What follows belongs to an exercise in optimizing a design on an open flow for a short achievable clock period and few clock cycles per item; a production flow would make more cautious choices.
Function was checked by simulation only, so behaviour that the tests miss may differ from the original.
Power is estimated from default activity; no workload was simulated.

[run.sh]
#!/bin/bash
# synth_recipe.tcl (not shown) runs the flow's synth.tcl, then flattens the netlist and writes it again
# the make line also repeats each setting of config.mk as NAME=value (left out here)
make -C /OpenROAD-flow-scripts/flow DESIGN_CONFIG=/design/flow/config.mk WORK_HOME=/design/flow/orfs CLKGATE_MAP_FILE= SYNTH_SCRIPT=/design/flow/synth_recipe.tcl finish
[constraint.sdc]
create_clock -name core_clock -period 13.0 [get_ports {i_clk}]
set_input_delay 2.6000 -clock core_clock [delete_from_list [all_inputs] [get_ports {i_clk}]]
set_output_delay 2.6000 -clock core_clock [all_outputs]
set_load 0.01 [all_outputs]
[config.mk]
export PLATFORM = sky130hd
export DESIGN_NAME = core
export DESIGN_NICKNAME = core
export VERILOG_FILES = /design/flow/design.v
export SDC_FILE = /design/flow/constraint.sdc
export NUM_CORES = 8
export LEC_CHECK = 0
export CAP_MARGIN = 40
export CORE_MARGIN = 2
export CORE_UTILIZATION = 25
export SETUP_SLACK_MARGIN = 5
export SLEW_MARGIN = 40
export TNS_END_PERCENT = 5
[design.v]
`default_nettype none
module core (
    input wire i_clk,
    input wire i_rst_n,
    output wire [63:0] o_imem_addr,
    input wire [31:0] i_imem_data,
    output wire [7:0] o_dmem_rmask,
    output wire [7:0] o_dmem_wmask,
    output wire [63:0] o_dmem_addr,
    output wire [63:0] o_dmem_wdata,
    input wire [63:0] i_dmem_rdata,
    output wire rvfi_valid,
    output wire [63:0] rvfi_order,
    output wire [31:0] rvfi_insn,
    output wire rvfi_trap,
    output wire rvfi_halt,
    output wire rvfi_intr,
    output wire [1:0] rvfi_mode,
    output wire [1:0] rvfi_ixl,
    output wire [4:0] rvfi_rs1_addr,
    output wire [4:0] rvfi_rs2_addr,
    output wire [63:0] rvfi_rs1_rdata,
    output wire [63:0] rvfi_rs2_rdata,
    output wire [4:0] rvfi_rd_addr,
    output wire [63:0] rvfi_rd_wdata,
    output wire [63:0] rvfi_pc_rdata,
    output wire [63:0] rvfi_pc_wdata,
    output wire [63:0] rvfi_mem_addr,
    output wire [7:0] rvfi_mem_rmask,
    output wire [7:0] rvfi_mem_wmask,
    output wire [63:0] rvfi_mem_rdata,
    output wire [63:0] rvfi_mem_wdata
);
    reg [63:0] pc;
    wire [63:0] next_pc;
    always @(posedge i_clk, negedge i_rst_n) begin
        if (!i_rst_n)
            pc <= 64'h0;
        else
            pc <= next_pc;
    end
    assign o_imem_addr = pc;
    wire [31:0] inst = i_imem_data;
    wire valid, rd_wen;
    wire [4:0] rs1, rs2, rd;
    wire [31:0] imm;
    wire [2:0] funct3;
    wire op1_sel, op2_sel;
    wire [4:0] alu_op;
    wire [1:0] alu_mode;
    wire [7:0] mem_rmask, mem_wmask;
    wire mem_read, mem_write;
    wire branch, jump;
    wire [2:0] rd_sel;
    decoder id (
        .i_inst(inst),
        .o_valid(valid), .o_rd_wen(rd_wen),
        .o_rs1(rs1), .o_rs2(rs2), .o_rd(rd),
        .o_imm(imm),
        .o_funct3(funct3),
        .o_op1_sel(op1_sel), .o_op2_sel(op2_sel),
        .o_alu_op(alu_op), .o_alu_mode(alu_mode),
        .o_mem_rmask(mem_rmask), .o_mem_wmask(mem_wmask),
        .o_mem_read(mem_read), .o_mem_write(mem_write),
        .o_branch(branch), .o_jump(jump), .o_rd_sel(rd_sel)
    );
    wire [63:0] rd_wdata;
    wire [63:0] rs1_data, rs2_data;
    register_file rf (
        .i_clk(i_clk), .i_rst_n(i_rst_n),
        .i_rs1(rs1), .i_rs2(rs2), .i_rd(rd),
        .i_wen(rd_wen && valid), .i_wdata(rd_wdata),
        .o_rs1(rs1_data), .o_rs2(rs2_data)
    );
    wire [63:0] alu_op1 = op1_sel ? pc : rs1_data;
    wire [63:0] sext_imm = {{32{imm[31]}}, imm};
    wire [63:0] alu_op2 = op2_sel ? sext_imm : rs2_data;
    wire [63:0] alu_result;
    alu alu (
        .i_op1(alu_op1), .i_op2(alu_op2),
        .i_op(alu_op), .i_mode(alu_mode),
        .o_result(alu_result)
    );
    wire beq  = rs1_data == rs2_data;
    wire blt  = $signed(rs1_data) < $signed(rs2_data);
    wire bltu = rs1_data < rs2_data;
    wire bsel = (funct3[2:1] == 2'b00 ? beq :
                ((funct3[2:1] == 2'b10) ? blt : bltu));
    wire take_branch = branch && (bsel ^ funct3[0]);
    wire [63:0] mem_addr_aligned = alu_result & ~64'h7;
    wire [7:0] mem_rmask_aligned = mem_rmask << alu_result[2:0];
    wire [7:0] mem_wmask_aligned = mem_wmask << alu_result[2:0];
    assign o_dmem_addr = mem_addr_aligned;
    assign o_dmem_wdata = rs2_data;
    assign o_dmem_rmask = mem_rmask_aligned;
    assign o_dmem_wmask = mem_wmask_aligned;
    assign rd_wdata = rd_sel[0] ? alu_result :
                      (rd_sel[1] ? i_dmem_rdata : 
                      (rd_sel[2] ? (pc + 64'h4) : 64'h0));
    wire branch_aligned = take_branch ? !alu_result[1] : 1'b1;
    wire jump_aligned = jump ? !alu_result[1] : 1'b1;
    wire load_aligned = mem_read && (alu_result[2:0] == 3'b000);
    wire store_aligned = mem_write && (alu_result[2:0] == 3'b000);
    wire trap = !i_rst_n || !valid || !branch_aligned || !jump_aligned || !load_aligned || !store_aligned;
    assign next_pc = (take_branch || jump) ? (alu_result & ~64'b1) : (pc + 64'h4);
    reg [63:0] order;
    always @(posedge i_clk, negedge i_rst_n) begin
        if (!i_rst_n)
            order <= 64'h0;
        else
            order <= order + 64'h1;
    end
    reg halt;
    always @(posedge i_clk, negedge i_rst_n) begin
        if (!i_rst_n)
            halt <= 1'b0;
        else if (!valid || halt)
            halt <= 1'b1;
    end
    assign rvfi_valid = i_rst_n;
    assign rvfi_order = order;  
    assign rvfi_insn = inst;
    assign rvfi_trap = trap;
    assign rvfi_halt = halt;
    assign rvfi_intr = 1'b0;  
    assign rvfi_mode = 2'b00;  
    assign rvfi_ixl = 2'b01;  
    assign rvfi_rs1_addr = rs1;
    assign rvfi_rs2_addr = rs2;
    assign rvfi_rs1_rdata = rs1_data;
    assign rvfi_rs2_rdata = rs2_data;
    assign rvfi_rd_addr = rd_wen ? rd : 5'd0;
    assign rvfi_rd_wdata = (rvfi_rd_addr == 5'd0) ? 64'h0 : rd_wdata;
    assign rvfi_pc_rdata = pc;
    assign rvfi_pc_wdata = next_pc;
    assign rvfi_mem_addr = o_dmem_addr;
    assign rvfi_mem_rmask = mem_rmask;
    assign rvfi_mem_wmask = mem_wmask;
    assign rvfi_mem_rdata = i_dmem_rdata;
    assign rvfi_mem_wdata = o_dmem_wdata;
endmodule
module register (
    input wire i_clk,
    input wire i_rst_n,
    input wire i_wen,
    input wire [63:0] i_wdata,
    output wire [63:0] o_rdata
);
    reg [63:0] register;
    always @(posedge i_clk, negedge i_rst_n) begin
        if (!i_rst_n)
            register <= 64'h0;
        else if (i_wen)
            register <= i_wdata;
    end
    assign o_rdata = register;
endmodule
module register_file (
    input wire i_clk,
    input wire i_rst_n,
    input wire [4:0] i_rs1,
    input wire [4:0] i_rs2,
    input wire [4:0] i_rd,
    input wire i_wen,
    input wire [63:0] i_wdata,
    output wire [63:0] o_rs1,
    output wire [63:0] o_rs2
);
    wire [31:1] wen;
    wire [63:0] rdata[31:1];
    genvar i;
    generate
        for (i = 1; i < 32; i = i + 1) begin
            wire wen = i_wen && (i == i_rd);
            register entry (
                .i_clk(i_clk), .i_rst_n(i_rst_n),
                .i_wen(wen), .i_wdata(i_wdata), .o_rdata(rdata[i])
            );
        end
    endgenerate
    assign o_rs1 = (!i_rst_n || (i_rs1 == 5'd0)) ? 64'h0 : rdata[i_rs1];
    assign o_rs2 = (!i_rst_n || (i_rs2 == 5'd0)) ? 64'h0 : rdata[i_rs2];
endmodule
module decoder (
    input wire [31:0] i_inst,
    output wire o_valid,
    output wire o_rd_wen,
    output wire [4:0] o_rs1,
    output wire [4:0] o_rs2,
    output wire [4:0] o_rd,
    output wire [31:0] o_imm,
    output wire [2:0] o_funct3,
    output wire o_op1_sel,  
    output wire o_op2_sel,  
    output wire [4:0] o_alu_op,    
    output wire [1:0] o_alu_mode,  
    output wire [7:0] o_mem_rmask,
    output wire [7:0] o_mem_wmask,
    output wire o_mem_read,
    output wire o_mem_write,
    output wire o_branch,
    output wire o_jump,
    output wire [2:0] o_rd_sel   
);
    wire [4:0] opcode = i_inst[6:2];
    wire [4:0] rd = i_inst[11:7];
    wire [4:0] rs1 = i_inst[19:15];
    wire [4:0] rs2 = i_inst[24:20];
    wire [2:0] funct3 = i_inst[14:12];
    wire [6:0] funct7 = i_inst[31:25];
    wire wide = i_inst[1:0] == 2'b11;
    wire op_load     = wide && opcode == 5'b00000;
    wire op_misc_mem = wide && opcode == 5'b00011;
    wire op_op_imm   = wide && opcode == 5'b00100;
    wire op_auipc    = wide && opcode == 5'b00101;
    wire op_op_imm32 = wide && opcode == 5'b00110;
    wire op_store    = wide && opcode == 5'b01000;
    wire op_amo      = wide && opcode == 5'b01011;
    wire op_op       = wide && opcode == 5'b01100;
    wire op_lui      = wide && opcode == 5'b01101;
    wire op_op_32    = wide && opcode == 5'b01110;
    wire op_branch   = wide && opcode == 5'b11000;
    wire op_jalr     = wide && opcode == 5'b11001;
    wire op_jal      = wide && opcode == 5'b11011;
    wire op_system   = wide && opcode == 5'b11100;
    wire branch_eq  = funct3 == 3'b000;
    wire branch_ne  = funct3 == 3'b001;
    wire branch_lt  = funct3 == 3'b100;
    wire branch_ge  = funct3 == 3'b101;
    wire branch_ltu = funct3 == 3'b110;
    wire branch_geu = funct3 == 3'b111;
    wire alu_funct7 = funct7 == 7'b0100000;
    wire alu_add  = (funct3 == 3'b000) && (format_i || !alu_funct7);
    wire alu_sub  = (funct3 == 3'b000) && !format_i && alu_funct7;
    wire alu_sll  = (funct3 == 3'b001) && !alu_funct7;
    wire alu_srl  = (funct3 == 3'b101) && !alu_funct7;
    wire alu_sra  = (funct3 == 3'b101) && alu_funct7;
    wire alu_slt  = (funct3 == 3'b010) && (format_i || !alu_funct7);
    wire alu_sltu = (funct3 == 3'b011) && (format_i || !alu_funct7);
    wire alu_xor  = (funct3 == 3'b100) && (format_i || !alu_funct7);
    wire alu_or   = (funct3 == 3'b110) && (format_i || !alu_funct7);
    wire alu_and  = (funct3 == 3'b111) && (format_i || !alu_funct7);
    wire load_b  = funct3 == 3'b000;
    wire load_h  = funct3 == 3'b001;
    wire load_w  = funct3 == 3'b010;
    wire load_bu = funct3 == 3'b100;
    wire load_hu = funct3 == 3'b101;
    wire store_b = funct3 == 3'b000;
    wire store_h = funct3 == 3'b001;
    wire store_w = funct3 == 3'b010;
    wire format_r = op_op;
    wire format_i = op_op_imm || op_jalr || op_load;
    wire format_s = op_store;
    wire format_b = op_branch;
    wire format_u = op_lui || op_auipc;
    wire format_j = op_jal;
    wire format_sb = format_s | format_b;
    wire format_ij = format_i | format_j;
    wire format_uj = format_u | format_j;
    assign o_rs1 = rs1;
    assign o_rs2 = rs2;
    assign o_rd = rd;
    assign o_imm[0] = (format_s & i_inst[7]) | (format_i && i_inst[20]);
    assign o_imm[4:1] = ({4{format_sb}} & i_inst[11:8]) | ({4{format_ij}} & i_inst[24:21]);
    assign o_imm[10:5] = {6{!format_u}} & i_inst[30:25];
    assign o_imm[11] = format_b ? i_inst[7] : (format_j ? i_inst[20] : (format_u ? 1'b0 : i_inst[31]));
    assign o_imm[19:12] = format_uj ? i_inst[19:12] : {8{i_inst[31]}};
    assign o_imm[30:20] = format_u ? i_inst[30:20] : {11{i_inst[31]}};
    assign o_imm[31] = i_inst[31];
    assign o_funct3 = funct3;
    assign o_op1_sel = op_branch || op_auipc || op_jal;
    assign o_op2_sel = |{format_i, format_s, format_b, format_u, format_j};
    wire arith = op_op_imm || op_op;
    wire arith_adder = arith && (alu_add || alu_sub);
    assign o_alu_op[4] = op_lui;
    assign o_alu_op[3] = arith_adder || op_load || op_store || op_auipc || op_branch || op_jal || op_jalr;
    assign o_alu_op[2] = arith && (alu_sll || alu_srl || alu_sra);
    assign o_alu_op[1] = arith && (alu_slt || alu_sltu);
    assign o_alu_op[0] = arith && (alu_xor || alu_or || alu_and);
    wire [1:0] shift_mode = alu_sll ? 2'b00 : (alu_srl ? 2'b01 : 2'b10);
    assign o_alu_mode = o_alu_op[2] ? shift_mode : (arith_adder ? {1'b0, alu_sub} : ((op_auipc || op_branch || op_jal || op_jalr) ? 2'b00 : funct3[1:0]));
    assign o_mem_rmask[7:4] = 4'h0;
    assign o_mem_rmask[3:2] = op_load && load_w;
    assign o_mem_rmask[1]   = op_load && (load_w || load_h || load_hu);
    assign o_mem_rmask[0]   = op_load && (load_w || load_h || load_hu || load_b || load_bu);
    assign o_mem_wmask[7:4] = 4'h0;
    assign o_mem_wmask[3:2] = op_store && store_w;
    assign o_mem_wmask[1]   = op_store && (store_w || store_h);
    assign o_mem_wmask[0]   = op_store && (store_w || store_h || store_b);
    assign o_mem_read = op_load;
    assign o_mem_write = op_store;
    assign o_branch = op_branch;
    assign o_jump = op_jal || op_jalr;
    assign o_rd_wen = format_r || format_i || format_u || format_j;
    assign o_rd_sel[0] = format_r || format_u || op_op_imm;
    assign o_rd_sel[1] = op_load;
    assign o_rd_sel[2] = op_jal || op_jalr;
    wire branch_valid = branch_eq || branch_ne || branch_lt || branch_ge || branch_ltu || branch_geu;
    wire alu_valid = alu_add || alu_sub || alu_sll || alu_srl || alu_sra || alu_slt || alu_sltu || alu_xor || alu_or || alu_and;
    wire load_valid = load_b || load_h || load_w || load_bu || load_hu;
    wire store_valid = store_b || store_h || store_w;
    assign o_valid = (op_load && load_valid) || (op_op_imm && alu_valid) || op_auipc || (op_op && alu_valid) || (op_store && store_valid) || op_lui || (op_branch && branch_valid) || op_jalr || op_jal;
endmodule
module alu (
    input wire [63:0] i_op1,
    input wire [63:0] i_op2,
    input wire [4:0] i_op,
    input wire [1:0] i_mode,
    output wire [63:0] o_result
);
    wire sub = i_mode[0];
    wire [63:0] add_result = i_op1 + (i_op2 ^ {64{sub}}) + {63'h0, sub};
    wire [5:0] shamt = i_op2[5:0];
    wire sll = i_mode == 2'b00;
    wire srl = i_mode == 2'b01;
    wire sra = i_mode == 2'b10;
    wire [63:0] shift_result = sll ? (i_op1 << shamt) :
                               (srl ? (i_op1 >> shamt) :
                               (sra ? ($signed(i_op1) >> shamt) : 64'h0));
    wire sltu = i_mode[0];
    wire lt = sltu ? (i_op1 < i_op2) : ($signed(i_op1) < $signed(i_op2));
    wire [63:0] slt_result = {63'h0, lt};
    wire [63:0] bool_result = ((i_op1 ^ i_op2) & ~{64{i_mode[0]}}) | ({64{i_mode[1]}} & i_op1 & i_op2);
    wire op_op2 = i_op[4];
    wire op_add = i_op[3];
    wire op_shift = i_op[2];
    wire op_slt = i_op[1];
    wire op_bool = i_op[0];
    assign o_result = op_op2 ? i_op2 :
                      (op_add ? add_result :
                      (op_shift ? shift_result :
                      (op_slt ? slt_result :
                      (op_bool ? bool_result : 64'h0))));
endmodule
==> flow_metrics.tcl <==
set metrics [dict create \
    synth-seq-area-share_pct 40.6 \
    cpMaxStageDelayCell "nand4_1" \
    finish.utilization_pct 36.3 \
    yosysWarnings 67 \
    synth_area_um2 130000 \
    dieHeight_um 725 \
    postRouteAntennaNets 0 \
    initial_core_util_pct 25.1 \
    insertion_delay_ns 1.03 \
    hold_violations 0 \
    cts_root_buf "clkbuf_16" \
    setup_viol 0 \
    syn-mean-instance-area_um2 8.41 \
    antenna_found_initial 220 \
    hp-class "register to register" \
    path_clk_slew_ns 0.06 \
    power_density_nw_per_um2 108 \
    period_needed_ns 12.13 \
    gp_congestion 1.09 \
    cts_hold_buffers 0 \
    dr.pass1.iters 16 \
    peakVddDrop_v 0.000158 \
    synthArstFlopShare_pct 100 \
    final_cell_mix "2157 x buf_4, 2106 x dfrtp_1, 1608 x nand2_1" \
    drtIter0Drc 32200 \
    p_leak_nw 83.4 \
    clk_path_buf_depth 4 \
    numPortBuffers 930 \
    hold_slack_ns 0.478 \
    synth_edf_count 0 \
    finalSetupTns_ns 0 \
    layout.area.seq_um2 52900 \
    cts_tree "built" \
    synth_seq_cells 2113 \
    grt_overflow 0 \
    status "complete, no violations" \
    rsz0062_at_grt "yes" \
    path_class "primary input to output port" \
    numCtsBuffers 262 \
    fin_crit_sh_pct 93.3 \
    row_count 264 \
    max_cap_viol_count 0 \
    dieArea_um2 526000 \
    multiInputGateArea_um2 77000 \
    slowest_delay_ns 0.59 \
    slew_violations 0 \
    mostFrequentLayoutCell "buf_4" \
    slew_headroom_pct 32.0 \
    required_ns 10.40 \
    first_global_vias 146000 \
    num_vias 165000 \
    critPathCaptureType "output port" \
    nNetsFinal 18000 \
    htreeDepth 5 \
    syn_inst 15500 \
    cp.arrival_ns 9.53 \
    crit_path_max_fanout 12 \
    routed_wl_um 1240000 \
    hpwl_um 904000 \
    grt_pass1_wl_um 1560000 \
    wl_per_cell_um 49.6 \
    grt_usage_pct 44.7 \
    total_power_mw 20.3 \
    cts.sinks 2113 \
    fill_cells 53200 \
    syn_to_final_growth_pct 44.5 \
    grt_start_max_net_pins 140 \
    ys.flop_type "dfrtp_1" \
    fp.dieW_um 725 \
    finClkSkew_ns 0.0896 \
    final_layout_size_suffix_gt1_share_pct 26.9 \
    via_per_inst 6.59 \
    crit_top_cell "buf_12" \
    core_um2 518000 \
    worst_pin_slew_ns 1.02 \
    worst_setup_path_start_kind "primary input" \
    drcViolationCount 0 \
    boundaryPins 953 \
    yosysUniqueCellTypes 113 \
    max_freq_mhz 82.5 \
]
-- cell families after synthesis --
| family | Yosys count | synth area share [%] |
|---|---|---|
| buffers and inverters | 2038 | 7.30 |
| AO/OA/AOI/OAI | 5064 | 25.2 |
| other | 2 | 0.00577 |
| XOR/XNOR | 235 | 1.58 |
| AND/OR/NAND/NOR | 5350 | 19.6 |
| flip-flops | 2113 | 40.6 |
| multiplexers | 476 | 3.78 |
| adder cells (fa/ha/maj) | 194 | 1.87 |
-- power breakdown --
group          leakage (nW)  internal, mW  switching (mW)
logic                  49.6          1.86            3.51
registers              29.4          6.66           0.279
clock network          4.38          4.56            3.46
total                  83.4          13.1            7.25
-- area by class of cell --
| class | instances | area share (%) |
|---|---|---|
| Sequential cell | 2113 | 28.1 |
| Antenna cell | 189 | 0.252 |
| Clock buffer | 355 | 3.93 |
| Timing Repair Buffer | 3870 | 21.0 |
| Clock inverter | 106 | 0.841 |
| Multi-Input combinational cell | 11300 | 40.9 |
| Inverter | 164 | 0.347 |
| Tap cell | 6916 | 4.60 |
-- final timing paths --
path                                                                   start                                           end  slack, ns  cells after the start
worst max-delay path                                         i_imem_data[21]                             rvfi_pc_wdata[34]       0.87                     33
worst min-delay path                                        halt$_DFFE_PN0P_                              halt$_DFFE_PN0P_       0.48                      1
worst max register to register  rf.genblk1[24].entry.register[0]$_DFFE_PN0P_  rf.genblk1[4].entry.register[60]$_DFFE_PN0P_       6.02                     34
worst min register to register                              halt$_DFFE_PN0P_                              halt$_DFFE_PN0P_       0.48                      1
max in group asynchronous                                            i_rst_n  rf.genblk1[16].entry.register[7]$_DFFE_PN0P_       7.38                      8
min in group asynchronous                                            i_rst_n                              pc[35]$_DFF_PN0_       1.41                      1
-- registers in the layout, indices dropped and copies added (netlist names) --
register / flops
pc: 64
halt: 1
rf.genblk1.entry.register: 1984
order: 64
-- critical path: cells and delay by family --
kind	cells	cell delay (ns)
buf+inv	13	2.33
fa+ha+maj	1	0.15
compound gates	7	1.30
simple gates	11	2.78
mux	1	0.23
-- timing repair --
item	4_1_cts	5_1_grt
resized for setup	756	1283
pin swaps	173	237
cloned	22	20
endpoints found under the setup margin	2578	2509
setup buffers	268	283
-- synth_stat cells (178+ instances only) --
| master | n | area, um^2 |
|---|---|---|
| nand2_1 | 1652 | 6200 |
| clkbuf_1 | 1143 | 4290 |
| xnor2_1 | 178 | 1560 |
| buf_2 | 194 | 971 |
| dfrtp_1 | 2113 | 52900 |
| nand4_1 | 306 | 1910 |
| and3_1 | 1003 | 6270 |
| a22oi_1 | 915 | 6870 |
| mux2i_1 | 353 | 3530 |
| ha_1 | 193 | 2410 |
| nor2_1 | 1466 | 5500 |
| a21oi_1 | 1188 | 5950 |
| a31oi_1 | 251 | 1570 |
| o21ai_0 | 1221 | 6110 |
| buf_4 | 418 | 3140 |
| nand3_1 | 294 | 1470 |
| a2111oi_0 | 282 | 2470 |
-- stage by stage --
| step | worst slack (ns) | instances | cell area, um^2 |
|---|---|---|---|
| 6_report | 0.873 | 25100 | 188000 |
| 2_1_floorplan | 2.24 | 15500 | 133000 |
| 4_1_cts | 1.12 | 24600 | 180000 |
| 5_1_grt | 0.965 | 24900 | 188000 |
| 3_5_place_dp | -0.819 | 23800 | 165000 |
| 3_3_place_gp | -1.60 | 23800 | 164000 |
-- metal layers --
layer  global-route usage [%]  part of all wire [%]  up-vias
met5                     1.40                  0.18        -
met4                     35.6                    10      118
met3                     22.1                    16     4751
met2                     57.1                    37    16600
met1                     55.8                    37    82300
li1                         -                     -    61400
Testbench counts, summed over its fixed seeds: cycles 32,000, items 32,000.

port drivers added, routing unchanged:
How much do the figures lean on ideal ports? The routed layout below was timed once more, with nothing changed but the port constraints.
Step 1: set_driving_cell puts a clkbuf_16 on i_clk and a buf_2 on each other input, an assumption about the parent block.
Step 2 times the ports against the registers' clock, not the clock port: input delays grow and output delays shrink by t, the midpoint of the rising clock arrivals with the driver on.
Three values: ideal ports, drivers, drivers and shift; two values: the first two.
t (ns): 1.101
setup slack, ns: 0.873 / 0.643 / 0.643
worst hold slack (ns): 0.478 / 0.478 / 0.478
worst register clock-pin slew, ns: 0.07 / 0.07
cell pins on the clock port's net: 1
After both steps setup and hold are still met in this run. For this run, drivers alone change the setup slack by -0.230 ns; drivers and shift together by -0.230 ns.
